From an optimization exercise on the open Yosys and OpenROAD flow, aimed at small area, a short achievable clock period and few clock cycles per item; shortcuts taken in it are not production practice. RTL that was checked went through simulation tests only; none was proved equivalent to the original. Power is estimated from default activity; no workload was simulated.

// systolic_pe
module systolic_pe(
  clk, reset, cntrl,
  i_stb, o_stb, i_busy, o_busy,
  data_in, weight_in, acc_in,
  acc_out, data_out, weight_out
);
  input wire clk;
  input wire reset;
  input wire cntrl;
  input wire i_stb;
  input wire i_busy;
  input wire [7:0] data_in;
  input wire [7:0] weight_in;
  input wire [31:0] acc_in;
  output wire [31:0] acc_out;
  output wire [7:0] data_out;
  output wire [7:0] weight_out;
  output wire o_stb;
  output wire o_busy;
  reg valid;
  wire load = ~valid | ~i_busy;
  always @(posedge clk) begin
    if (reset) valid <= 1'b0;
    else if (load) valid <= i_stb;
  end
  assign o_stb  = valid;
  assign o_busy = valid;
  wire pp0_0 = data_in[0] & weight_in[0];
  wire pp0_1 = data_in[0] & weight_in[1];
  wire pp0_2 = data_in[0] & weight_in[2];
  wire pp0_3 = data_in[0] & weight_in[3];
  wire pp0_4 = data_in[0] & weight_in[4];
  wire pp0_5 = data_in[0] & weight_in[5];
  wire pp0_6 = data_in[0] & weight_in[6];
  ...
==> flow/config.mk <==
export PLATFORM = sky130hd
export DESIGN_NAME = systolic_pe
export DESIGN_NICKNAME = systolic_pe
export VERILOG_FILES = /design/flow/design.v
export SDC_FILE = /design/flow/constraint.sdc
export NUM_CORES = 4
export LEC_CHECK = 0
export CAP_MARGIN = 20
export CORE_MARGIN = 2
export CORE_UTILIZATION = 40
export SETUP_SLACK_MARGIN = 1.5
export SLEW_MARGIN = 20
==> flow/constraint.sdc <==
create_clock -name core_clock -period 5.0 [get_ports {clk}]
set_input_delay 1.0000 -clock core_clock [delete_from_list [all_inputs] [get_ports {clk}]]
set_output_delay 1.0000 -clock core_clock [all_outputs]
set_load 0.01 [all_outputs]
standard.sh (not shown) runs the stock make flow with config.mk's settings and CLKGATE_MAP_FILE= SYNTH_SCRIPT=/design/flow/synth_recipe.tcl, a recipe that flattens the netlist after the stock synthesis.
==> flow/flow/run.sh <==
#!/bin/bash
# The standard layout, with two changes: Yosys's synth runs without its quick
# internal abc pass (so the full adders extract without inverters; the final
# abc mapping still runs), and the port buffers are plain buffer cells.
set -euo pipefail
export SYNTH_ARGS="-noabc"
export BUFFER_PORTS_ARGS="-buffer_cell sky130_fd_sc_hd__buf_1"
export CTS_ARGS="-sink_clustering_enable -repair_clock_nets -dont_use_dummy_load"
bash standard.sh finish > standard_flow.log 2>&1
==> next run, changes <==
--- a/flow/design.v
+++ b/flow/design.v
@@ -204,32 +204,32 @@
   wire fa47_c = (acc_in[14] & pp7_7) | (acc_in[14] & fa34_c) | (pp7_7 & fa34_c);
   wire [16:0] row0 = {1'b0, fa47_c, fa46_c, fa45_c, fa44_c, fa43_c, fa42_c, fa41_c, fa40_c, fa39_c, fa38_c, fa37_c, fa36_c, fa35_c, ha7_c, pp1_0, acc_in[0]};
   wire [16:0] row1 = {1'b0, acc_in[15], fa47_s, fa46_s, fa45_s, fa44_s, fa43_s, fa42_s, fa41_s, fa40_s, fa39_s, fa38_s, fa37_s, fa36_s, fa35_s, ha7_s, pp0_0};
   wire top = row0[16] | row1[16];
   reg [7:0]  data_r;
   reg [7:0]  weight_r;
   reg [15:0] acc_hi_r;
-  wire [6:0] sum_lo = row0[5:0] + row1[5:0];
-  reg  [5:0] sum_lo_r;
-  reg  [16:6] row0_r;
-  reg  [15:6] row1_r;
+  wire [7:0] sum_lo = row0[6:0] + row1[6:0];
+  reg  [6:0] sum_lo_r;
+  reg  [16:7] row0_r;
+  reg  [15:7] row1_r;
   reg  cin_r;
   always @(posedge clk) begin
     if (load) begin
       data_r   <= data_in;
       weight_r <= weight_in;
       acc_hi_r <= acc_in[31:16];
-      sum_lo_r <= sum_lo[5:0];
-      cin_r    <= sum_lo[6];
-      row0_r   <= {top, row0[15:6]};
-      row1_r   <= row1[15:6];
+      sum_lo_r <= sum_lo[6:0];
+      cin_r    <= sum_lo[7];
+      row0_r   <= {top, row0[15:7]};
+      row1_r   <= row1[15:7];
     end
   end
-  wire [11:0] mid = {row0_r[15:6], cin_r} + {row1_r[15:6], cin_r};
-  wire inc = mid[11] | row0_r[16];
+  wire [10:0] mid = {row0_r[15:7], cin_r} + {row1_r[15:7], cin_r};
+  wire inc = mid[10] | row0_r[16];
   wire [15:0] all1;
   assign all1[0] = 1'b1;
   assign all1[1] = &acc_hi_r[0:0];
   assign all1[2] = &acc_hi_r[1:0];
   assign all1[3] = &acc_hi_r[2:0];
   assign all1[4] = &acc_hi_r[3:0];
   assign all1[5] = &acc_hi_r[4:0];
@@ -240,11 +240,11 @@
   assign all1[10] = &acc_hi_r[9:0];
   assign all1[11] = &acc_hi_r[10:0];
   assign all1[12] = &acc_hi_r[11:0];
   assign all1[13] = &acc_hi_r[12:0];
   assign all1[14] = &acc_hi_r[13:0];
   assign all1[15] = &acc_hi_r[14:0];
   wire [15:0] hi = acc_hi_r ^ (all1 & {16{inc}});
-  assign acc_out    = {hi, mid[10:1], sum_lo_r};
+  assign acc_out    = {hi, mid[9:1], sum_lo_r};
   assign data_out   = data_r;
   assign weight_out = weight_r;
 endmodule
After rerunning: The changed run went through all stages and came out clean; non-clock buffer count fell by 6; via count fell slightly; count of clock-buffer cells in the layout is unchanged; hold slack barely changes; synthesized area fell slightly; setup slack gets better by 0.067 ns; total power fell by a little under a tenth; global-route usage is about the same; design area fell by a few percent; wire length fell by a few percent; die area fell slightly.
Testbench counts after the change, summed over its fixed seeds: cycles 2,056, items 2,048.
Function not checked in the first run of this note: the RTL went through the layout flow alone.

port drivers added, routing unchanged:
In the flow no input, the clock included, has a driving cell. The finished layouts below were timed again as built, in two steps.
Step 1 assumes that a clkbuf_16 drives the clock port and a buf_2 every other input.
Step 2 times the ports against the registers' clock, not the clock port: input delays grow and output delays shrink by t, the midpoint of the rising clock arrivals with the driver on.
Slacks: ideal ports / drivers / drivers and shift; pairs: ideal ports / drivers.
| run | shift t [ns] | setup WS [ns] | worst setup path after step 2 | clock arrival spread, ns | cell pins on the clock port's net |
|---|---|---|---|---|---|
| the first run | 0.355 | 1.499 / 1.467 / 1.296 | input to register | 0.030 / 0.030 | 1 |
| the second run | 0.362 | 1.566 / 1.579 / 1.217 | input to register | 0.028 / 0.028 | 1 |
After both steps setup and hold are still met in every run listed. The setup slack of the second run, which loses most, moves by +0.013 ns with the drivers and by -0.349 ns with both steps.
